Source: an optimization exercise on an open RTL-to-GDS flow (aim: small area and a short achievable clock period). Production flows keep margins and buffers that such runs may drop.
No functional check of the RTL was part of any run shown here.

===== design/flow/config.mk =====
export PLATFORM = sky130hd
export DESIGN_NAME = plastic_neuron
export DESIGN_NICKNAME = plastic_neuron
export VERILOG_FILES = /design/flow/design.v
export SDC_FILE = /design/flow/constraint.sdc
export NUM_CORES = 4
export LEC_CHECK = 0
export CAP_MARGIN = 20
export CORE_MARGIN = 2
export CORE_UTILIZATION = 40
export SETUP_SLACK_MARGIN = 3.0
export SLEW_MARGIN = 20

===== design/flow/constraint.sdc =====
create_clock -name core_clock -period 7.0 [get_ports {clk}]
set_input_delay 1.4000 -clock core_clock [delete_from_list [all_inputs] [get_ports {clk}]]
set_output_delay 1.4000 -clock core_clock [all_outputs]
set_load 0.01 [all_outputs]

===== design/flow/design.v =====
module plastic_neuron (
    input wire clk,
    input wire rst,
    input wire [15:0] input_signal,
    input wire [15:0] feedback_error,
    input wire enable_learning,
    output wire [31:0] output_signal
);
  reg [15:0] weight;
  wire learn = enable_learning & (|input_signal) & (|feedback_error);
  always @(posedge clk or posedge rst) begin
    if (rst) weight <= 16'd1000;
    else if (learn) weight <= weight + 16'd10;
  end
  wire pp1;
  wire pp2;
  wire pp3;
  wire pp4;
  wire pp5;
  wire pp6;
  wire pp7;
  wire pp8;
  wire pp9;
  wire pp10;
  wire pp11;
  wire pp12;
  wire pp13;
  wire pp14;
  wire pp15;
  wire pp16;
  wire pp17;
  wire pp18;
  wire pp19;
  wire pp20;
  wire pp21;
  wire pp22;
  wire pp23;
  wire pp24;
  wire pp25;
  wire pp26;
  wire pp27;
  wire pp28;
  wire pp29;
  wire pp30;
  wire pp31;
  wire pp32;
  wire pp33;
  wire pp34;
  wire pp35;
  wire pp36;
  wire pp37;
  wire pp38;
  wire pp39;
  wire pp40;
  wire pp41;
  wire pp42;
  wire pp43;
  wire pp44;
  wire pp45;
  wire pp46;
  wire pp47;
  wire pp48;
  wire pp49;
  wire pp50;
  wire pp51;
  wire pp52;
  wire pp53;
  wire pp54;
  wire pp55;
  wire pp56;
  wire pp57;
  wire pp58;
  wire pp59;
  wire pp60;
  wire pp61;
  wire pp62;
  wire pp63;
  wire pp64;
  wire pp65;
  wire pp66;
  wire pp67;
  wire pp68;
  wire pp69;
  wire pp70;
  wire pp71;
  wire pp72;
  wire pp73;
  wire pp74;
  wire pp75;
  wire pp76;
  wire pp77;
  wire pp78;
  wire pp79;
  wire pp80;
  wire pp81;
  wire pp82;
  wire pp83;
  wire pp84;
  wire pp85;
  wire pp86;
  wire pp87;
  wire pp88;
  wire pp89;
  wire pp90;
  wire pp91;
  wire pp92;
  wire pp93;
  wire pp94;
  wire pp95;
  wire pp96;
  wire pp97;
  wire pp98;
  wire pp99;
  wire pp100;
  wire pp101;
  wire pp102;
  wire pp103;
  wire pp104;
  wire pp105;
  wire pp106;
  wire pp107;
  wire pp108;
  wire pp109;
  wire pp110;
  wire pp111;
  wire pp112;
  wire pp113;
  wire pp114;
  wire pp115;
  wire pp116;
  wire pp117;
  wire pp118;
  wire pp119;
  wire pp120;
  wire pp121;
  wire pp122;
  wire pp123;
  wire pp124;
  wire pp125;
  wire pp126;
  wire pp127;
  wire pp128;
  wire pp129;
  wire pp130;
  wire pp131;
  wire pp132;
  wire pp133;
  wire pp134;
  wire pp135;
  wire pp136;
  wire nb137;
  wire nb138;
  wire nb139;
  wire nb140;
  wire nb141;
  wire nb142;
  wire nb143;
  wire nb144;
  wire s145;
  wire c146;
  wire s147;
  wire c148;
  wire s149;
  wire c150;
  wire s151;
  wire c152;
  wire s153;
  wire c154;
  wire s155;
  wire c156;
  wire s157;
  wire c158;
  wire s159;
  wire c160;
  wire s161;
  wire c162;
  wire s163;
  wire c164;
  wire s165;
  wire c166;
  wire s167;
  wire c168;
  wire s169;
  wire c170;
  wire s171;
  wire c172;
  wire s173;
  wire c174;
  wire s175;
  wire c176;
  wire s177;
  wire c178;
  wire s179;
  wire c180;
  wire s181;
  wire c182;
  wire s183;
  wire c184;
  wire s185;
  wire c186;
  wire s187;
  wire c188;
  wire s189;
  wire c190;
  wire s191;
  wire c192;
  wire s193;
  wire c194;
  wire s195;
  wire c196;
  wire s197;
  wire c198;
  wire s199;
  wire c200;
  wire s201;
  wire c202;
  wire s203;
  wire c204;
  wire s205;
  wire c206;
  wire s207;
  wire c208;
  wire s209;
  wire c210;
  wire s211;
  wire c212;
  wire s213;
  wire c214;
  wire s215;
  wire c216;
  wire s217;
  wire c218;
  wire s219;
  wire c220;
  wire s221;
  wire c222;
  wire s223;
  wire c224;
  wire s225;
  wire c226;
  wire s227;
  wire c228;
  wire s229;
  wire c230;
  wire s231;
  wire c232;
  wire s233;
  wire c234;
  wire s235;
  wire c236;
  wire s237;
  wire c238;
  wire s239;
  wire c240;
  wire s241;
  wire c242;
  wire s243;
  wire c244;
  wire s245;
  wire c246;
  wire s247;
  wire c248;
  wire s249;
  wire c250;
  wire s251;
  wire c252;
  wire s253;
  wire c254;
  wire s255;
  wire c256;
  wire s257;
  wire c258;
  wire s259;
  wire c260;
  wire s261;
  wire c262;
  wire s263;
  wire c264;
  wire s265;
  wire c266;
  wire s267;
  wire c268;
  wire s269;
  wire c270;
  wire s271;
  wire c272;
  wire s273;
  wire c274;
  wire s275;
  wire c276;
  wire s277;
  wire c278;
  wire s279;
  wire c280;
  wire s281;
  wire c282;
  wire s283;
  wire c284;
  wire s285;
  wire c286;
  wire s287;
  wire c288;
  wire s289;
  wire c290;
  wire s291;
  wire c292;
  wire s293;
  wire c294;
  wire s295;
  wire c296;
  wire s297;
  wire c298;
  wire s299;
  wire c300;
  wire s301;
  wire c302;
  wire s303;
  wire c304;
  wire s305;
  wire c306;
  wire s307;
  wire c308;
  wire s309;
  wire c310;
  wire s311;
  wire c312;
  wire s313;
  wire c314;
  wire s315;
  wire c316;
  wire s317;
  wire c318;
  wire s319;
  wire c320;
  wire s321;
  wire c322;
  wire s323;
  wire c324;
  wire s325;
  wire c326;
  wire s327;
  wire c328;
  wire s329;
  wire c330;
  wire s331;
  wire c332;
  wire s333;
  wire c334;
  wire s335;
  wire c336;
  wire s337;
  wire c338;
  wire s339;
  wire c340;
  wire s341;
  wire c342;
  wire s343;
  wire c344;
  wire s345;
  wire c346;
  wire s347;
  wire c348;
  wire s349;
  wire c350;
  wire s351;
  wire c352;
  wire s353;
  wire c354;
  wire s355;
  wire c356;
  wire s357;
  wire c358;
  wire s359;
  wire c360;
  wire s361;
  wire c362;
  wire s363;
  wire c364;
  wire s365;
  wire c366;
  wire s367;
  wire c368;
  wire s369;
  wire c370;
  wire s371;
  wire c372;
  wire s373;
  wire c374;
  wire s375;
  wire c376;
  wire s377;
  wire c378;
  wire s379;
  wire c380;
  wire s381;
  wire c382;
  wire one0 = weight[0] ^ 1'b0;
  wire two0 = (weight[1] & ~weight[0] & ~1'b0) | (~weight[1] & weight[0] & 1'b0);
  wire neg0 = weight[1];
  assign pp1 = ((input_signal[0] & one0) ^ neg0);
  assign pp2 = (((input_signal[1] & one0) | (input_signal[0] & two0)) ^ neg0);
  assign pp3 = (((input_signal[2] & one0) | (input_signal[1] & two0)) ^ neg0);
  assign pp4 = (((input_signal[3] & one0) | (input_signal[2] & two0)) ^ neg0);
  assign pp5 = (((input_signal[4] & one0) | (input_signal[3] & two0)) ^ neg0);
  assign pp6 = (((input_signal[5] & one0) | (input_signal[4] & two0)) ^ neg0);
  assign pp7 = (((input_signal[6] & one0) | (input_signal[5] & two0)) ^ neg0);
  assign pp8 = (((input_signal[7] & one0) | (input_signal[6] & two0)) ^ neg0);
  assign pp9 = (((input_signal[8] & one0) | (input_signal[7] & two0)) ^ neg0);
  assign pp10 = (((input_signal[9] & one0) | (input_signal[8] & two0)) ^ neg0);
  assign pp11 = (((input_signal[10] & one0) | (input_signal[9] & two0)) ^ neg0);
  assign pp12 = (((input_signal[11] & one0) | (input_signal[10] & two0)) ^ neg0);
  assign pp13 = (((input_signal[12] & one0) | (input_signal[11] & two0)) ^ neg0);
  assign pp14 = (((input_signal[13] & one0) | (input_signal[12] & two0)) ^ neg0);
  assign pp15 = (((input_signal[14] & one0) | (input_signal[13] & two0)) ^ neg0);
  assign pp16 = (((input_signal[15] & one0) | (input_signal[14] & two0)) ^ neg0);
  assign pp17 = ~((input_signal[15] & (one0 | two0)) ^ neg0);
  wire one1 = weight[2] ^ weight[1];
  wire two1 = (weight[3] & ~weight[2] & ~weight[1]) | (~weight[3] & weight[2] & weight[1]);
  wire neg1 = weight[3];
  assign pp18 = ((input_signal[0] & one1) ^ neg1);
  assign pp19 = (((input_signal[1] & one1) | (input_signal[0] & two1)) ^ neg1);
  assign pp20 = (((input_signal[2] & one1) | (input_signal[1] & two1)) ^ neg1);
  assign pp21 = (((input_signal[3] & one1) | (input_signal[2] & two1)) ^ neg1);
  assign pp22 = (((input_signal[4] & one1) | (input_signal[3] & two1)) ^ neg1);
  assign pp23 = (((input_signal[5] & one1) | (input_signal[4] & two1)) ^ neg1);
  assign pp24 = (((input_signal[6] & one1) | (input_signal[5] & two1)) ^ neg1);
  assign pp25 = (((input_signal[7] & one1) | (input_signal[6] & two1)) ^ neg1);
  assign pp26 = (((input_signal[8] & one1) | (input_signal[7] & two1)) ^ neg1);
  assign pp27 = (((input_signal[9] & one1) | (input_signal[8] & two1)) ^ neg1);
  assign pp28 = (((input_signal[10] & one1) | (input_signal[9] & two1)) ^ neg1);
  assign pp29 = (((input_signal[11] & one1) | (input_signal[10] & two1)) ^ neg1);
  assign pp30 = (((input_signal[12] & one1) | (input_signal[11] & two1)) ^ neg1);
  assign pp31 = (((input_signal[13] & one1) | (input_signal[12] & two1)) ^ neg1);
  assign pp32 = (((input_signal[14] & one1) | (input_signal[13] & two1)) ^ neg1);
  assign pp33 = (((input_signal[15] & one1) | (input_signal[14] & two1)) ^ neg1);
  assign pp34 = ~((input_signal[15] & (one1 | two1)) ^ neg1);
  wire one2 = weight[4] ^ weight[3];
  wire two2 = (weight[5] & ~weight[4] & ~weight[3]) | (~weight[5] & weight[4] & weight[3]);
  wire neg2 = weight[5];
  assign pp35 = ((input_signal[0] & one2) ^ neg2);
  assign pp36 = (((input_signal[1] & one2) | (input_signal[0] & two2)) ^ neg2);
  assign pp37 = (((input_signal[2] & one2) | (input_signal[1] & two2)) ^ neg2);
  assign pp38 = (((input_signal[3] & one2) | (input_signal[2] & two2)) ^ neg2);
  assign pp39 = (((input_signal[4] & one2) | (input_signal[3] & two2)) ^ neg2);
  assign pp40 = (((input_signal[5] & one2) | (input_signal[4] & two2)) ^ neg2);
  assign pp41 = (((input_signal[6] & one2) | (input_signal[5] & two2)) ^ neg2);
  assign pp42 = (((input_signal[7] & one2) | (input_signal[6] & two2)) ^ neg2);
  assign pp43 = (((input_signal[8] & one2) | (input_signal[7] & two2)) ^ neg2);
  assign pp44 = (((input_signal[9] & one2) | (input_signal[8] & two2)) ^ neg2);
  assign pp45 = (((input_signal[10] & one2) | (input_signal[9] & two2)) ^ neg2);
  assign pp46 = (((input_signal[11] & one2) | (input_signal[10] & two2)) ^ neg2);
  assign pp47 = (((input_signal[12] & one2) | (input_signal[11] & two2)) ^ neg2);
  assign pp48 = (((input_signal[13] & one2) | (input_signal[12] & two2)) ^ neg2);
  assign pp49 = (((input_signal[14] & one2) | (input_signal[13] & two2)) ^ neg2);
  assign pp50 = (((input_signal[15] & one2) | (input_signal[14] & two2)) ^ neg2);
  assign pp51 = ~((input_signal[15] & (one2 | two2)) ^ neg2);
  wire one3 = weight[6] ^ weight[5];
  wire two3 = (weight[7] & ~weight[6] & ~weight[5]) | (~weight[7] & weight[6] & weight[5]);
  wire neg3 = weight[7];
  assign pp52 = ((input_signal[0] & one3) ^ neg3);
  assign pp53 = (((input_signal[1] & one3) | (input_signal[0] & two3)) ^ neg3);
  assign pp54 = (((input_signal[2] & one3) | (input_signal[1] & two3)) ^ neg3);
  assign pp55 = (((input_signal[3] & one3) | (input_signal[2] & two3)) ^ neg3);
  assign pp56 = (((input_signal[4] & one3) | (input_signal[3] & two3)) ^ neg3);
  assign pp57 = (((input_signal[5] & one3) | (input_signal[4] & two3)) ^ neg3);
  assign pp58 = (((input_signal[6] & one3) | (input_signal[5] & two3)) ^ neg3);
  assign pp59 = (((input_signal[7] & one3) | (input_signal[6] & two3)) ^ neg3);
  assign pp60 = (((input_signal[8] & one3) | (input_signal[7] & two3)) ^ neg3);
  assign pp61 = (((input_signal[9] & one3) | (input_signal[8] & two3)) ^ neg3);
  assign pp62 = (((input_signal[10] & one3) | (input_signal[9] & two3)) ^ neg3);
  assign pp63 = (((input_signal[11] & one3) | (input_signal[10] & two3)) ^ neg3);
  assign pp64 = (((input_signal[12] & one3) | (input_signal[11] & two3)) ^ neg3);
  assign pp65 = (((input_signal[13] & one3) | (input_signal[12] & two3)) ^ neg3);
  assign pp66 = (((input_signal[14] & one3) | (input_signal[13] & two3)) ^ neg3);
  assign pp67 = (((input_signal[15] & one3) | (input_signal[14] & two3)) ^ neg3);
  assign pp68 = ~((input_signal[15] & (one3 | two3)) ^ neg3);
  wire one4 = weight[8] ^ weight[7];
  wire two4 = (weight[9] & ~weight[8] & ~weight[7]) | (~weight[9] & weight[8] & weight[7]);
  wire neg4 = weight[9];
  assign pp69 = ((input_signal[0] & one4) ^ neg4);
  assign pp70 = (((input_signal[1] & one4) | (input_signal[0] & two4)) ^ neg4);
  assign pp71 = (((input_signal[2] & one4) | (input_signal[1] & two4)) ^ neg4);
  assign pp72 = (((input_signal[3] & one4) | (input_signal[2] & two4)) ^ neg4);
  assign pp73 = (((input_signal[4] & one4) | (input_signal[3] & two4)) ^ neg4);
  assign pp74 = (((input_signal[5] & one4) | (input_signal[4] & two4)) ^ neg4);
  assign pp75 = (((input_signal[6] & one4) | (input_signal[5] & two4)) ^ neg4);
  assign pp76 = (((input_signal[7] & one4) | (input_signal[6] & two4)) ^ neg4);
  assign pp77 = (((input_signal[8] & one4) | (input_signal[7] & two4)) ^ neg4);
  assign pp78 = (((input_signal[9] & one4) | (input_signal[8] & two4)) ^ neg4);
  assign pp79 = (((input_signal[10] & one4) | (input_signal[9] & two4)) ^ neg4);
  assign pp80 = (((input_signal[11] & one4) | (input_signal[10] & two4)) ^ neg4);
  assign pp81 = (((input_signal[12] & one4) | (input_signal[11] & two4)) ^ neg4);
  assign pp82 = (((input_signal[13] & one4) | (input_signal[12] & two4)) ^ neg4);
  assign pp83 = (((input_signal[14] & one4) | (input_signal[13] & two4)) ^ neg4);
  assign pp84 = (((input_signal[15] & one4) | (input_signal[14] & two4)) ^ neg4);
  assign pp85 = ~((input_signal[15] & (one4 | two4)) ^ neg4);
  wire one5 = weight[10] ^ weight[9];
  wire two5 = (weight[11] & ~weight[10] & ~weight[9]) | (~weight[11] & weight[10] & weight[9]);
  wire neg5 = weight[11];
  assign pp86 = ((input_signal[0] & one5) ^ neg5);
  assign pp87 = (((input_signal[1] & one5) | (input_signal[0] & two5)) ^ neg5);
  assign pp88 = (((input_signal[2] & one5) | (input_signal[1] & two5)) ^ neg5);
  assign pp89 = (((input_signal[3] & one5) | (input_signal[2] & two5)) ^ neg5);
  assign pp90 = (((input_signal[4] & one5) | (input_signal[3] & two5)) ^ neg5);
  assign pp91 = (((input_signal[5] & one5) | (input_signal[4] & two5)) ^ neg5);
  assign pp92 = (((input_signal[6] & one5) | (input_signal[5] & two5)) ^ neg5);
  assign pp93 = (((input_signal[7] & one5) | (input_signal[6] & two5)) ^ neg5);
  assign pp94 = (((input_signal[8] & one5) | (input_signal[7] & two5)) ^ neg5);
  assign pp95 = (((input_signal[9] & one5) | (input_signal[8] & two5)) ^ neg5);
  assign pp96 = (((input_signal[10] & one5) | (input_signal[9] & two5)) ^ neg5);
  assign pp97 = (((input_signal[11] & one5) | (input_signal[10] & two5)) ^ neg5);
  assign pp98 = (((input_signal[12] & one5) | (input_signal[11] & two5)) ^ neg5);
  assign pp99 = (((input_signal[13] & one5) | (input_signal[12] & two5)) ^ neg5);
  assign pp100 = (((input_signal[14] & one5) | (input_signal[13] & two5)) ^ neg5);
  assign pp101 = (((input_signal[15] & one5) | (input_signal[14] & two5)) ^ neg5);
  assign pp102 = ~((input_signal[15] & (one5 | two5)) ^ neg5);
  wire one6 = weight[12] ^ weight[11];
  wire two6 = (weight[13] & ~weight[12] & ~weight[11]) | (~weight[13] & weight[12] & weight[11]);
  wire neg6 = weight[13];
  assign pp103 = ((input_signal[0] & one6) ^ neg6);
  assign pp104 = (((input_signal[1] & one6) | (input_signal[0] & two6)) ^ neg6);
  assign pp105 = (((input_signal[2] & one6) | (input_signal[1] & two6)) ^ neg6);
  assign pp106 = (((input_signal[3] & one6) | (input_signal[2] & two6)) ^ neg6);
  assign pp107 = (((input_signal[4] & one6) | (input_signal[3] & two6)) ^ neg6);
  assign pp108 = (((input_signal[5] & one6) | (input_signal[4] & two6)) ^ neg6);
  assign pp109 = (((input_signal[6] & one6) | (input_signal[5] & two6)) ^ neg6);
  assign pp110 = (((input_signal[7] & one6) | (input_signal[6] & two6)) ^ neg6);
  assign pp111 = (((input_signal[8] & one6) | (input_signal[7] & two6)) ^ neg6);
  assign pp112 = (((input_signal[9] & one6) | (input_signal[8] & two6)) ^ neg6);
  assign pp113 = (((input_signal[10] & one6) | (input_signal[9] & two6)) ^ neg6);
  assign pp114 = (((input_signal[11] & one6) | (input_signal[10] & two6)) ^ neg6);
  assign pp115 = (((input_signal[12] & one6) | (input_signal[11] & two6)) ^ neg6);
  assign pp116 = (((input_signal[13] & one6) | (input_signal[12] & two6)) ^ neg6);
  assign pp117 = (((input_signal[14] & one6) | (input_signal[13] & two6)) ^ neg6);
  assign pp118 = (((input_signal[15] & one6) | (input_signal[14] & two6)) ^ neg6);
  assign pp119 = ~((input_signal[15] & (one6 | two6)) ^ neg6);
  wire one7 = weight[14] ^ weight[13];
  wire two7 = (weight[15] & ~weight[14] & ~weight[13]) | (~weight[15] & weight[14] & weight[13]);
  wire neg7 = weight[15];
  assign pp120 = ((input_signal[0] & one7) ^ neg7);
  assign pp121 = (((input_signal[1] & one7) | (input_signal[0] & two7)) ^ neg7);
  assign pp122 = (((input_signal[2] & one7) | (input_signal[1] & two7)) ^ neg7);
  assign pp123 = (((input_signal[3] & one7) | (input_signal[2] & two7)) ^ neg7);
  assign pp124 = (((input_signal[4] & one7) | (input_signal[3] & two7)) ^ neg7);
  assign pp125 = (((input_signal[5] & one7) | (input_signal[4] & two7)) ^ neg7);
  assign pp126 = (((input_signal[6] & one7) | (input_signal[5] & two7)) ^ neg7);
  assign pp127 = (((input_signal[7] & one7) | (input_signal[6] & two7)) ^ neg7);
  assign pp128 = (((input_signal[8] & one7) | (input_signal[7] & two7)) ^ neg7);
  assign pp129 = (((input_signal[9] & one7) | (input_signal[8] & two7)) ^ neg7);
  assign pp130 = (((input_signal[10] & one7) | (input_signal[9] & two7)) ^ neg7);
  assign pp131 = (((input_signal[11] & one7) | (input_signal[10] & two7)) ^ neg7);
  assign pp132 = (((input_signal[12] & one7) | (input_signal[11] & two7)) ^ neg7);
  assign pp133 = (((input_signal[13] & one7) | (input_signal[12] & two7)) ^ neg7);
  assign pp134 = (((input_signal[14] & one7) | (input_signal[13] & two7)) ^ neg7);
  assign pp135 = (((input_signal[15] & one7) | (input_signal[14] & two7)) ^ neg7);
  assign pp136 = ~((input_signal[15] & (one7 | two7)) ^ neg7);
  assign nb137 = ~pp17;
  assign nb138 = ~pp33;
  assign nb139 = ~pp50;
  assign nb140 = ~pp67;
  assign nb141 = ~pp84;
  assign nb142 = ~pp101;
  assign nb143 = ~pp118;
  assign nb144 = ~pp135;
  assign s145 = neg5 ^ pp11;
  assign c146 = neg5 & pp11;
  assign s147 = pp12 ^ pp27;
  assign c148 = pp12 & pp27;
  assign s149 = neg6 ^ pp13 ^ pp28;
  assign c150 = (neg6 & pp13) | (neg6 & pp28) | (pp13 & pp28);
  assign s151 = pp43 ^ pp58;
  assign c152 = pp43 & pp58;
  assign s153 = pp14 ^ pp29 ^ pp44;
  assign c154 = (pp14 & pp29) | (pp14 & pp44) | (pp29 & pp44);
  assign s155 = pp59 ^ pp74;
  assign c156 = pp59 & pp74;
  assign s157 = neg7 ^ pp15 ^ pp30;
  assign c158 = (neg7 & pp15) | (neg7 & pp30) | (pp15 & pp30);
  assign s159 = pp45 ^ pp60 ^ pp75;
  assign c160 = (pp45 & pp60) | (pp45 & pp75) | (pp60 & pp75);
  assign s161 = pp90 ^ pp105;
  assign c162 = pp90 & pp105;
  assign s163 = pp16 ^ pp31 ^ pp46;
  assign c164 = (pp16 & pp31) | (pp16 & pp46) | (pp31 & pp46);
  assign s165 = pp61 ^ pp76 ^ pp91;
  assign c166 = (pp61 & pp76) | (pp61 & pp91) | (pp76 & pp91);
  assign s167 = pp106 ^ pp121;
  assign c168 = pp106 & pp121;
  assign s169 = pp32 ^ pp47 ^ pp62;
  assign c170 = (pp32 & pp47) | (pp32 & pp62) | (pp47 & pp62);
  assign s171 = pp77 ^ pp92 ^ pp107;
  assign c172 = (pp77 & pp92) | (pp77 & pp107) | (pp92 & pp107);
  assign s173 = pp122 ^ nb137;
  assign c174 = pp122 & nb137;
  assign s175 = pp48 ^ pp63 ^ pp78;
  assign c176 = (pp48 & pp63) | (pp48 & pp78) | (pp63 & pp78);
  assign s177 = pp93 ^ pp108 ^ pp123;
  assign c178 = (pp93 & pp108) | (pp93 & pp123) | (pp108 & pp123);
  assign s179 = pp17 ^ nb138;
  assign c180 = pp17 & nb138;
  assign s181 = pp34 ^ pp49 ^ pp64;
  assign c182 = (pp34 & pp49) | (pp34 & pp64) | (pp49 & pp64);
  assign s183 = pp79 ^ pp94 ^ pp109;
  assign c184 = (pp79 & pp94) | (pp79 & pp109) | (pp94 & pp109);
  assign s185 = pp124 ^ pp33;
  assign c186 = pp124 & pp33;
  assign s187 = pp65 ^ pp80 ^ pp95;
  assign c188 = (pp65 & pp80) | (pp65 & pp95) | (pp80 & pp95);
  assign s189 = pp110 ^ pp125;
  assign c190 = pp110 & pp125;
  assign s191 = pp51 ^ pp66 ^ pp81;
  assign c192 = (pp51 & pp66) | (pp51 & pp81) | (pp66 & pp81);
  assign s193 = pp96 ^ pp111;
  assign c194 = pp96 & pp111;
  assign s195 = pp82 ^ pp97;
  assign c196 = pp82 & pp97;
  assign s197 = pp68 ^ pp83;
  assign c198 = pp68 & pp83;
  assign s199 = neg3 ^ pp7;
  assign c200 = neg3 & pp7;
  assign s201 = pp8 ^ pp23;
  assign c202 = pp8 & pp23;
  assign s203 = neg4 ^ pp9 ^ pp24;
  assign c204 = (neg4 & pp9) | (neg4 & pp24) | (pp9 & pp24);
  assign s205 = pp39 ^ pp54;
  assign c206 = pp39 & pp54;
  assign s207 = pp10 ^ pp25 ^ pp40;
  assign c208 = (pp10 & pp25) | (pp10 & pp40) | (pp25 & pp40);
  assign s209 = pp55 ^ pp70;
  assign c210 = pp55 & pp70;
  assign s211 = pp26 ^ pp41 ^ pp56;
  assign c212 = (pp26 & pp41) | (pp26 & pp56) | (pp41 & pp56);
  assign s213 = pp71 ^ pp86 ^ s145;
  assign c214 = (pp71 & pp86) | (pp71 & s145) | (pp86 & s145);
  assign s215 = pp42 ^ pp57 ^ pp72;
  assign c216 = (pp42 & pp57) | (pp42 & pp72) | (pp57 & pp72);
  assign s217 = pp87 ^ c146 ^ s147;
  assign c218 = (pp87 & c146) | (pp87 & s147) | (c146 & s147);
  assign s219 = pp73 ^ pp88 ^ pp103;
  assign c220 = (pp73 & pp88) | (pp73 & pp103) | (pp88 & pp103);
  assign s221 = c148 ^ s151 ^ s149;
  assign c222 = (c148 & s151) | (c148 & s149) | (s151 & s149);
  assign s223 = pp89 ^ pp104 ^ c152;
  assign c224 = (pp89 & pp104) | (pp89 & c152) | (pp104 & c152);
  assign s225 = s155 ^ c150 ^ s153;
  assign c226 = (s155 & c150) | (s155 & s153) | (c150 & s153);
  assign s227 = pp120 ^ c156 ^ s161;
  assign c228 = (pp120 & c156) | (pp120 & s161) | (c156 & s161);
  assign s229 = c154 ^ s157 ^ s159;
  assign c230 = (c154 & s157) | (c154 & s159) | (s157 & s159);
  assign s231 = c162 ^ s167 ^ c158;
  assign c232 = (c162 & s167) | (c162 & c158) | (s167 & c158);
  assign s233 = c160 ^ s163 ^ s165;
  assign c234 = (c160 & s163) | (c160 & s165) | (s163 & s165);
  assign s235 = c168 ^ c164 ^ c166;
  assign c236 = (c168 & c164) | (c168 & c166) | (c164 & c166);
  assign s237 = s173 ^ s169 ^ s171;
  assign c238 = (s173 & s169) | (s173 & s171) | (s169 & s171);
  assign s239 = c174 ^ c170 ^ c172;
  assign c240 = (c174 & c170) | (c174 & c172) | (c170 & c172);
  assign s241 = s179 ^ s175 ^ s177;
  assign c242 = (s179 & s175) | (s179 & s177) | (s175 & s177);
  assign s243 = c180 ^ s185 ^ c176;
  assign c244 = (c180 & s185) | (c180 & c176) | (s185 & c176);
  assign s245 = c178 ^ s181 ^ s183;
  assign c246 = (c178 & s181) | (c178 & s183) | (s181 & s183);
  assign s247 = nb139 ^ c186 ^ s189;
  assign c248 = (nb139 & c186) | (nb139 & s189) | (c186 & s189);
  assign s249 = c182 ^ c184 ^ s187;
  assign c250 = (c182 & c184) | (c182 & s187) | (c184 & s187);
  assign s251 = pp126 ^ pp50 ^ c190;
  assign c252 = (pp126 & pp50) | (pp126 & c190) | (pp50 & c190);
  assign s253 = s193 ^ c188 ^ s191;
  assign c254 = (s193 & c188) | (s193 & s191) | (c188 & s191);
  assign s255 = pp112 ^ pp127 ^ nb140;
  assign c256 = (pp112 & pp127) | (pp112 & nb140) | (pp127 & nb140);
  assign s257 = c194 ^ s195 ^ c192;
  assign c258 = (c194 & s195) | (c194 & c192) | (s195 & c192);
  assign s259 = pp98 ^ pp113 ^ pp128;
  assign c260 = (pp98 & pp113) | (pp98 & pp128) | (pp113 & pp128);
  assign s261 = pp67 ^ c196 ^ s197;
  assign c262 = (pp67 & c196) | (pp67 & s197) | (c196 & s197);
  assign s263 = pp99 ^ pp114 ^ pp129;
  assign c264 = (pp99 & pp114) | (pp99 & pp129) | (pp114 & pp129);
  assign s265 = nb141 ^ c198;
  assign c266 = nb141 & c198;
  assign s267 = pp85 ^ pp100 ^ pp115;
  assign c268 = (pp85 & pp100) | (pp85 & pp115) | (pp100 & pp115);
  assign s269 = pp130 ^ pp84;
  assign c270 = pp130 & pp84;
  assign s271 = pp116 ^ pp131;
  assign c272 = pp116 & pp131;
  assign s273 = pp102 ^ pp117;
  assign c274 = pp102 & pp117;
  assign s275 = neg2 ^ pp5;
  assign c276 = neg2 & pp5;
  assign s277 = pp6 ^ pp21;
  assign c278 = pp6 & pp21;
  assign s279 = pp22 ^ pp37 ^ pp52;
  assign c280 = (pp22 & pp37) | (pp22 & pp52) | (pp37 & pp52);
  assign s281 = pp38 ^ pp53 ^ c200;
  assign c282 = (pp38 & pp53) | (pp38 & c200) | (pp53 & c200);
  assign s283 = pp69 ^ c202 ^ s205;
  assign c284 = (pp69 & c202) | (pp69 & s205) | (c202 & s205);
  assign s285 = c206 ^ s209 ^ c204;
  assign c286 = (c206 & s209) | (c206 & c204) | (s209 & c204);
  assign s287 = c210 ^ c208 ^ s211;
  assign c288 = (c210 & c208) | (c210 & s211) | (c208 & s211);
  assign s289 = c212 ^ s215 ^ c214;
  assign c290 = (c212 & s215) | (c212 & c214) | (s215 & c214);
  assign s291 = c216 ^ s219 ^ c218;
  assign c292 = (c216 & s219) | (c216 & c218) | (s219 & c218);
  assign s293 = c220 ^ s223 ^ c222;
  assign c294 = (c220 & s223) | (c220 & c222) | (s223 & c222);
  assign s295 = c224 ^ s227 ^ c226;
  assign c296 = (c224 & s227) | (c224 & c226) | (s227 & c226);
  assign s297 = c228 ^ c230 ^ s231;
  assign c298 = (c228 & c230) | (c228 & s231) | (c230 & s231);
  assign s299 = c232 ^ c234 ^ s235;
  assign c300 = (c232 & c234) | (c232 & s235) | (c234 & s235);
  assign s301 = c236 ^ c238 ^ s239;
  assign c302 = (c236 & c238) | (c236 & s239) | (c238 & s239);
  assign s303 = c240 ^ c242 ^ s243;
  assign c304 = (c240 & c242) | (c240 & s243) | (c242 & s243);
  assign s305 = c244 ^ s247 ^ c246;
  assign c306 = (c244 & s247) | (c244 & c246) | (s247 & c246);
  assign s307 = s251 ^ c248 ^ c250;
  assign c308 = (s251 & c248) | (s251 & c250) | (c248 & c250);
  assign s309 = s255 ^ c252 ^ c254;
  assign c310 = (s255 & c252) | (s255 & c254) | (c252 & c254);
  assign s311 = c256 ^ s259 ^ c258;
  assign c312 = (c256 & s259) | (c256 & c258) | (s259 & c258);
  assign s313 = c260 ^ s263 ^ s265;
  assign c314 = (c260 & s263) | (c260 & s265) | (s263 & s265);
  assign s315 = s269 ^ c264 ^ s267;
  assign c316 = (s269 & c264) | (s269 & s267) | (c264 & s267);
  assign s317 = nb142 ^ c270 ^ s271;
  assign c318 = (nb142 & c270) | (nb142 & s271) | (c270 & s271);
  assign s319 = pp132 ^ pp101 ^ c272;
  assign c320 = (pp132 & pp101) | (pp132 & c272) | (pp101 & c272);
  assign s321 = pp133 ^ nb143;
  assign c322 = pp133 & nb143;
  assign s323 = pp119 ^ pp134;
  assign c324 = pp119 & pp134;
  assign s325 = neg1 ^ pp3;
  assign c326 = neg1 & pp3;
  assign s327 = pp4 ^ pp19;
  assign c328 = pp4 & pp19;
  assign s329 = pp20 ^ pp35 ^ s275;
  assign c330 = (pp20 & pp35) | (pp20 & s275) | (pp35 & s275);
  assign s331 = pp36 ^ c276 ^ s277;
  assign c332 = (pp36 & c276) | (pp36 & s277) | (c276 & s277);
  assign s333 = c278 ^ s199 ^ s279;
  assign c334 = (c278 & s199) | (c278 & s279) | (s199 & s279);
  assign s335 = s201 ^ c280 ^ s281;
  assign c336 = (s201 & c280) | (s201 & s281) | (c280 & s281);
  assign s337 = s203 ^ c282 ^ s283;
  assign c338 = (s203 & c282) | (s203 & s283) | (c282 & s283);
  assign s339 = s207 ^ c284 ^ s285;
  assign c340 = (s207 & c284) | (s207 & s285) | (c284 & s285);
  assign s341 = c286 ^ s213 ^ s287;
  assign c342 = (c286 & s213) | (c286 & s287) | (s213 & s287);
  assign s343 = s217 ^ c288 ^ s289;
  assign c344 = (s217 & c288) | (s217 & s289) | (c288 & s289);
  assign s345 = s221 ^ c290 ^ s291;
  assign c346 = (s221 & c290) | (s221 & s291) | (c290 & s291);
  assign s347 = s225 ^ c292 ^ s293;
  assign c348 = (s225 & c292) | (s225 & s293) | (c292 & s293);
  assign s349 = s229 ^ c294 ^ s295;
  assign c350 = (s229 & c294) | (s229 & s295) | (c294 & s295);
  assign s351 = s233 ^ c296 ^ s297;
  assign c352 = (s233 & c296) | (s233 & s297) | (c296 & s297);
  assign s353 = s237 ^ c298 ^ s299;
  assign c354 = (s237 & c298) | (s237 & s299) | (c298 & s299);
  assign s355 = s241 ^ c300 ^ s301;
  assign c356 = (s241 & c300) | (s241 & s301) | (c300 & s301);
  assign s357 = s245 ^ c302 ^ s303;
  assign c358 = (s245 & c302) | (s245 & s303) | (c302 & s303);
  assign s359 = s249 ^ c304 ^ s305;
  assign c360 = (s249 & c304) | (s249 & s305) | (c304 & s305);
  assign s361 = s253 ^ c306 ^ s307;
  assign c362 = (s253 & c306) | (s253 & s307) | (c306 & s307);
  assign s363 = s257 ^ c308 ^ s309;
  assign c364 = (s257 & c308) | (s257 & s309) | (c308 & s309);
  assign s365 = s261 ^ s311 ^ c310;
  assign c366 = (s261 & s311) | (s261 & c310) | (s311 & c310);
  assign s367 = c262 ^ s313 ^ c312;
  assign c368 = (c262 & s313) | (c262 & c312) | (s313 & c312);
  assign s369 = c266 ^ s315 ^ c314;
  assign c370 = (c266 & s315) | (c266 & c314) | (s315 & c314);
  assign s371 = c268 ^ s317 ^ c316;
  assign c372 = (c268 & s317) | (c268 & c316) | (s317 & c316);
  assign s373 = s273 ^ s319 ^ c318;
  assign c374 = (s273 & s319) | (s273 & c318) | (s319 & c318);
  assign s375 = c274 ^ s321 ^ c320;
  assign c376 = (c274 & s321) | (c274 & c320) | (s321 & c320);
  assign s377 = pp118 ^ c322 ^ s323;
  assign c378 = (pp118 & c322) | (pp118 & s323) | (c322 & s323);
  assign s379 = nb144 ^ c324;
  assign c380 = nb144 & c324;
  assign s381 = pp136 ^ pp135;
  assign c382 = pp136 & pp135;
  wire [31:0] pa = {c382, c380, c378, c376, c374, c372, c370, c368, c366, c364, c362, c360, c358, c356, c354, c352, c350, c348, c346, c344, c342, c340, c338, c336, c334, c332, c330, c328, c326, s325, pp2, neg0};
  wire [31:0] pb = {1'b1, s381, s379, s377, s375, s373, s371, s369, s367, s365, s363, s361, s359, s357, s355, s353, s351, s349, s347, s345, s343, s341, s339, s337, s335, s333, s331, s329, s327, pp18, 1'b0, pp1};
  wire [6:0] lo_d = pa[5:0] + pb[5:0];
  reg [6:0] lo_q;
  reg [25:0] ha_q, hb_q;
  always @(posedge clk or posedge rst) begin
    if (rst) begin
      ha_q <= 26'd0; hb_q <= 26'd0;
      lo_q <= 7'd0;
    end else begin
      ha_q <= pa[31:6];
      hb_q <= pb[31:6];
      lo_q <= lo_d;
    end
  end
  assign output_signal = {ha_q + hb_q + {25'd0, lo_q[6]}, lo_q[5:0]};
endmodule

===== design/flow/run.sh =====
#!/bin/bash
# synth_recipe.tcl (not shown) runs the flow's synth.tcl, then flattens the netlist and writes it again
# the make line also repeats each setting of config.mk as NAME=value (left out here)
make -C /OpenROAD-flow-scripts/flow DESIGN_CONFIG=/design/flow/config.mk WORK_HOME=/design/flow/orfs CLKGATE_MAP_FILE= SYNTH_SCRIPT=/design/flow/synth_recipe.tcl finish

==> results.sh, run 1 <==
export IMPL_n_antenna_cell=0
export IMPL_dp_cells=1169
export IMPL_status="complete, no violations"
export IMPL_tns_ns=0
export IMPL_slew_viol_final=0
export IMPL_first_iter_violations=607
export IMPL_drive_gt1_share_pct=17.88
export IMPL_post_route_util_pct=48.28
export IMPL_async_flop_share_pct=100.0
export IMPL_critPathRequiredTime_ns=5.60
export IMPL_criticalPathCategory="reg -> out"
export IMPL_via_per_inst=5.264
export IMPL_synth_edf_count=0
export IMPL_yosysTopAreaCell="fa_1"
export IMPL_cts_sinks=73
export IMPL_drc=0
export IMPL_postCtsHoldBufs=0
export IMPL_cts_buffer_depth=2
export IMPL_cap_violations=0
export IMPL_drt_pass1_iterations=5
export IMPL_grt_start_max_net_pins=74
export IMPL_fillCellCount=2034
export IMPL_vias=6454
export IMPL_finalWirelength_um=21020
export IMPL_max_freq_mhz=232.3
export IMPL_port_buffers=65
export IMPL_grt_overflow=0
export IMPL_cp_max_fo=3
export IMPL_rsz0062_at_grt="true"
export IMPL_rows=53
export IMPL_fin_nets=1138
export IMPL_synth_seq_cells=73
export IMPL_stdcell_count=1226
export IMPL_yosysUniqueCellTypes=51
export IMPL_synth_avg_cell_area_um2=9.617
export IMPL_antenna_left=0
export IMPL_gp_congestion=0.8801
export IMPL_min_period_ns=4.305
export IMPL_area_delta_synth_final_pct=18.15
export IMPL_period_share_pct=61.50
export IMPL_die_area_um2=22730
export IMPL_initial_utilization_pct=40.86
export IMPL_cp_start_kind="flip-flop"
export IMPL_numCtsBuffers=9
export IMPL_hold_viol_final=0
export IMPL_htree_levels=3
export IMPL_syn_cell_area_um2=8617
export IMPL_io_pins=67
export IMPL_cp_arrival_ns=2.90
export IMPL_yosys_top_cells_area="fa_1 (21%), dfrtp_1 (19%), xnor2_1 (12%)"
export IMPL_setup_violations=0
export IMPL_synth_top_cell_area_share_pct=21.14
export IMPL_wl_per_cell_um=17.14
export IMPL_ys_top_cells_by_count="inv_1 (116), xnor2_1 (116), a22oi_1 (100)"
export IMPL_synth_flop_cell="dfrtp_1"
export IMPL_core_area_um2=21090
export IMPL_end_kind="output pin"
export IMPL_yosysSeqAreaShare_pct=21.29
export IMPL_hp_class="reg -> reg"
export IMPL_cts_tree="done"
export IMPL_fp_dieH_um=150.8
export IMPL_die_x_um=150.8
export IMPL_ctsRootBufferMaster="clkbuf_16"
export IMPL_grt_pass1_wl_um=34850
export IMPL_syn_nets=1088
export IMPL_place_hpwl_um=14980
export IMPL_worstMarginPinSlew_ns=0.9261
export IMPL_finClkSkew_ns=0.01223
export IMPL_synth_cells=896
export IMPL_relSlewSlack_pct=38.26
export IMPL_grt_use_total_pct=19.69
export IMPL_yosysWarningCount=1
export IMPL_grt_pass1_vias=6496
export IMPL_clk_latency_ns=0.35
export IMPL_grt_antenna_before_repair=0
export IMPL_cts_clk_slew_worst_paths_ns=0.06
-- worst max-delay path, cell delays in order (launching register included) --
cell and delay [ns]:
dfrtp_1 0.38, ha_1 0.29, nor2b_1 0.14, o31a_1 0.27
or2_4 0.25, a221o_2 0.46, a31oi_4 0.25, buf_6 0.13
a31oi_1 0.08, xnor2_1 0.16, buf_2 0.14
-- cell families after synthesis --
kind of cell | Yosys count | synth area share, %
DFF | 73 | 21.29
AOI/OAI and AO/OA | 183 | 15.13
buffers and inverters | 197 | 8.944
other | 2 | 0.08715
adders and majority gates | 157 | 30.72
muxes | 1 | 0.1307
xor gates and xnor gates | 160 | 16.26
and+or+nand+nor | 123 | 7.434
-- cell usage in the layout (no fill, tap or decap), types with 4 or more instances in the layout --
cell type,synthesis,final
buf_4,6,41
buf_2,7,25
o21ai_0,15,13
o21bai_1,4,4
nand4_1,9,9
dfrtp_1,67,63
a22oi_1,100,90
a22oi_2,0,10
clkdlybuf4s50_1,0,30
ha_1,66,60
nor2_1,19,19
nand2b_1,7,7
clkdlybuf4s15_2,0,5
a21oi_2,1,4
nand3_1,11,11
xor2_1,44,42
xnor2_1,116,111
nor2b_1,16,16
fa_2,0,6
fa_1,91,85
ha_2,0,5
o21ai_1,8,5
clkbuf_16,0,10
a22o_1,6,6
buf_6,0,7
inv_2,3,7
xnor2_2,0,5
inv_1,116,111
a21o_1,6,6
nand2_1,33,30
dfstp_4,0,4
a21oi_1,26,21
nor4_1,8,8
o21ai_2,2,5
nor3_1,4,4
-- through the flow --
| stage | setup slack (ns) | hold slack, ns | cell area [um^2] |
|---|---|---|---|
| final | 2.695 | 0.5259 | 10180 |
| after global placement | 2.149 | 0.5052 | 9403 |
| after CTS | 2.646 | 0.5257 | 9864 |
| after global routing | 2.555 | 0.5494 | 10180 |
| after detailed placement | 2.139 | 0.5155 | 9403 |
| after floorplan | 2.972 | 0.4890 | 8731 |
-- registers in the layout, indices dropped and copies added (netlist names) --
name / cells
weight: 15
lo_q: 6
hb_q: 26
ha_q: 26
-- repair_timing --
action	4_1_cts	5_1_grt
gates resized for setup	143	57
setup endpoints to repair	50	31
cloned	0	2
setup buffers	16	23
pin swaps	24	15
-- routing by layer --
layer,track usage (%),up-vias,share of wire (%)
li1,-,3048,-
met1,27.79,3155,45
met2,30.50,228,46
met3,4.247,23,7.6
met4,5.888,0,1.3
met5,0,-,0
-- layout make-up --
type	count	area, um^2	share of cell area (%)
Tap cell	275	344.1	3.380
Clock buffer	13	250.2	2.458
Inverter	119	450.4	4.424
Clock inverter	3	17.52	0.1721
Sequential cell	73	1857	18.24
Multi-Input combinational cell	626	6275	61.63
Timing Repair inverter	1	7.507	0.07374
Timing Repair Buffer	116	979.7	9.623
-- worst paths after layout --
kind / from / to / slack [ns] / cells after the start
setup / recovery: ha_q[1] / output_signal[31] / 2.70 / 10
hold / removal: weight[6] / weight[6] / 0.53 / 1
setup reg to reg: weight[3] / hb_q[11] / 3.17 / 11
hold reg to reg: weight[6] / weight[6] / 0.53 / 1
max in group asynchronous: rst / weight[13] / 4.65 / 3
min in group asynchronous: rst / hb_q[0] / 1.66 / 3
==> run 2, diff against run 1 <==
--- a/design/flow/config.mk
+++ b/design/flow/config.mk
@@ -8,5 +8,5 @@
 export CAP_MARGIN = 20
 export CORE_MARGIN = 2
 export CORE_UTILIZATION = 40
-export SETUP_SLACK_MARGIN = 3.0
+export SETUP_SLACK_MARGIN = 3.5
 export SLEW_MARGIN = 20
==> results.sh, run 2 <==
export IMPL_drc=0
export IMPL_reg2reg_to="hb_q[10]"
export IMPL_synth_edf_count=0
export IMPL_relSlewSlack_pct=38.58
export IMPL_core_area_um2=21090
export IMPL_antenna_left=0
export IMPL_path_buf_inv=5
export IMPL_initial_utilization_pct=40.86
export IMPL_cts_clk_slew_worst_paths_ns=0.07
export IMPL_grt_start_max_net_pins=74
export IMPL_rr_worst_depth=11
export IMPL_setup_violations=0
export IMPL_ctsRootBufferMaster="clkbuf_16"
export IMPL_holdPathEnd="weight[14]"
export IMPL_cts_sinks=73
export IMPL_setup_slack_ns=2.579
export IMPL_grt_antenna_before_repair=0
export IMPL_yosysSeqAreaShare_pct=21.29
export IMPL_syn_nets=1088
export IMPL_io_pins=67
export IMPL_criticalPathCategory="reg -> out"
export IMPL_period_share_pct=63.16
export IMPL_min_path_cells=1
export IMPL_port_buffers=65
export IMPL_slew_viol_final=0
export IMPL_finClkSkew_ns=0.01351
export IMPL_path_delay_family="compound AO/OA/AOI/OAI gates"
export IMPL_grt_pass1_wl_um=36430
export IMPL_hold_viol_final=0
export IMPL_die_x_um=150.8
export IMPL_fillCellCount=1908
export IMPL_cp_arrival_ns=3.02
export IMPL_n_antenna_cell=0
export IMPL_postCtsHoldBufs=0
export IMPL_yosys_top_cells_area="fa_1 (21%), dfrtp_1 (19%), xnor2_1 (12%)"
export IMPL_yosysUniqueCellTypes=51
export IMPL_die_area_um2=22730
export IMPL_reg2reg_from="weight[3]"
export IMPL_grt_overflow=0
export IMPL_cap_violations=0
export IMPL_post_route_util_pct=52.68
export IMPL_critPathMaxStageDelay_ns=0.42
export IMPL_fin_nets=1172
export IMPL_hp_class="reg -> reg"
export IMPL_pre_cts_slack_ns=2.108
export IMPL_grt_pass1_vias=6846
export IMPL_synth_cells=896
export IMPL_synth_avg_cell_area_um2=9.617
export IMPL_wl_per_cell_um=17.89
export IMPL_synth_top_cell_area_share_pct=21.14
export IMPL_synth_seq_cells=73
export IMPL_final_common_cell="inv_1"
export IMPL_numCtsBuffers=9
export IMPL_dp_cells=1167
export IMPL_htree_levels=3
export IMPL_area_delta_synth_final_pct=28.91
export IMPL_max_freq_mhz=226.2
export IMPL_critPathRequiredTime_ns=5.60
export IMPL_cp_start_kind="flip-flop"
export IMPL_fp_dieH_um=150.8
export IMPL_finalWirelength_um=22540
export IMPL_drt_pass1_iterations=5
export IMPL_place_hpwl_um=15090
export IMPL_grt_use_total_pct=20.77
export IMPL_vias=6772
export IMPL_cp_cell_sequence="inv_2, fa_2, inv_2, fa_2, a21oi_2, nor3b_2, o211ai_1, buf_4, o21ai_4, a41oi_2, buf_4, o21ai_2, xor2_1, buf_2"
export IMPL_cts_tree="done"
export IMPL_stdcell_count=1260
export IMPL_yosysWarningCount=1
export IMPL_min_from="weight[14]"
export IMPL_rows=53
export IMPL_worstMarginPinSlew_ns=0.9213
export IMPL_reg_largest_list="ha_q (26), hb_q (26), weight (15)"
export IMPL_end_kind="output pin"
export IMPL_yosysTopAreaCell="fa_1"
export IMPL_layout_common_cells="inv_1 (97), xnor2_1 (96), dfrtp_1 (65)"
export IMPL_min_period_ns=4.421
export IMPL_ys_top_cells_by_count="inv_1 (116), xnor2_1 (116), a22oi_1 (100)"
export IMPL_cp_slowest_cell="fa_2"
export IMPL_rsz0062_at_grt="true"
export IMPL_tns_ns=0
export IMPL_first_iter_violations=530
export IMPL_status="complete, no violations"
export IMPL_via_per_inst=5.375
export IMPL_async_flop_share_pct=100.0
export IMPL_cp_max_fo=5
export IMPL_clk_latency_ns=0.35
export IMPL_synth_flop_cell="dfrtp_1"
export IMPL_syn_cell_area_um2=8617
export IMPL_cts_buffer_depth=2
export IMPL_drive_gt1_share_pct=32.08
export IMPL_rrSetupSlack_ns=3.39
export IMPL_gp_congestion=0.8331
## run 2: worst register-to-register path, delay by kind of cell (launching register included)
family          cells  cell delay [ns]
compound gates      1             0.16
fa+ha+maj           5             2.15
buf+inv             4             0.31
flops               1             0.67
xor+xnor            1             0.24
## run 2: cells by family after synthesis
family	synth area share [%]
flops	21.29
xor+xnor	16.26
mux	0.1307
compound gates	15.13
other cells	0.08715
buf+inv	8.944
simple gates	7.434
fa+ha+maj	30.72
## run 2: layout make-up
type	count	area, um^2	area share [%]
multi-input cells	626	6775	60.99
flip-flops and latches	73	1854	16.69
repair buffers	151	1364	12.28
inverters	119	467.9	4.213
well taps	275	344.1	3.098
clock buffers	9	225.2	2.027
clock inverters	7	77.57	0.6984
## run 2: worst max-delay path by stage
stage                     slack [ns]                end              from  depth (start not counted)
after floorplan                 3.04           hb_q[11]  input_signal[10]                         10
after global placement          2.14           hb_q[14]   input_signal[9]                          9
after detailed placement        2.11           hb_q[10]   input_signal[9]                         10
after CTS                       2.54  output_signal[30]           ha_q[0]                         14
after global routing            2.45  output_signal[30]           ha_q[0]                         14
final                           2.58  output_signal[30]           ha_q[0]                         14
## run 2: timing repair
action / CTS / global route
resized for setup: 281 / 68
setup endpoints to repair: 74 / 43
gates cloned: 2 / 0
pin swaps: 67 / 62
buffers inserted: 55 / 20
endpoints found under the hold margin: 0 / 0
## run 2: per-stage QoR
step	hold slack (ns)	cell area, um^2
after floorplan	0.4890	9209
after global placement	0.5049	9639
after detailed placement	0.5118	9639
after CTS	0.5298	10690
after global routing	0.5595	11110
final	0.5256	11110
## run 2: routing by layer
layer / vias to the layer above / routed length (um) / global-route usage, % / share of wire [%]
met5: - / 0 / 0 / 0
met4: 0 / 552 / 7.570 / 2.4
met3: 41 / 1411 / 3.825 / 6.3
met2: 259 / 10650 / 32.66 / 47
met1: 3362 / 9925 / 28.75 / 44
li1: 3110 / - / - / -

[re-timing with driven ports]
No port has a modelled driver above. Below, the same layouts with a new extraction and two added sets of constraints.
Step 1: set_driving_cell puts a clkbuf_16 on clk and a buf_2 on each other input, an assumption about the parent block.
Step 2 moves the port delays by t, midway between the first and last clock arrival at a register: inputs arrive t later, outputs are due t later. That takes back most of the time a late clock gives input paths.
Slacks: no drivers / after step 1 / after step 2; pairs: no drivers / after step 1.
| run | shift t [ns] | slack for setup (ns) | slew at the worst register clock pin (ns) |
|---|---|---|---|
| run 1 | 0.389 | 2.695 / 2.648 / 2.720 | 0.06 / 0.06 |
| run 2 | 0.387 | 2.579 / 2.538 / 2.925 | 0.07 / 0.07 |
After both steps every run listed still meets setup and hold.
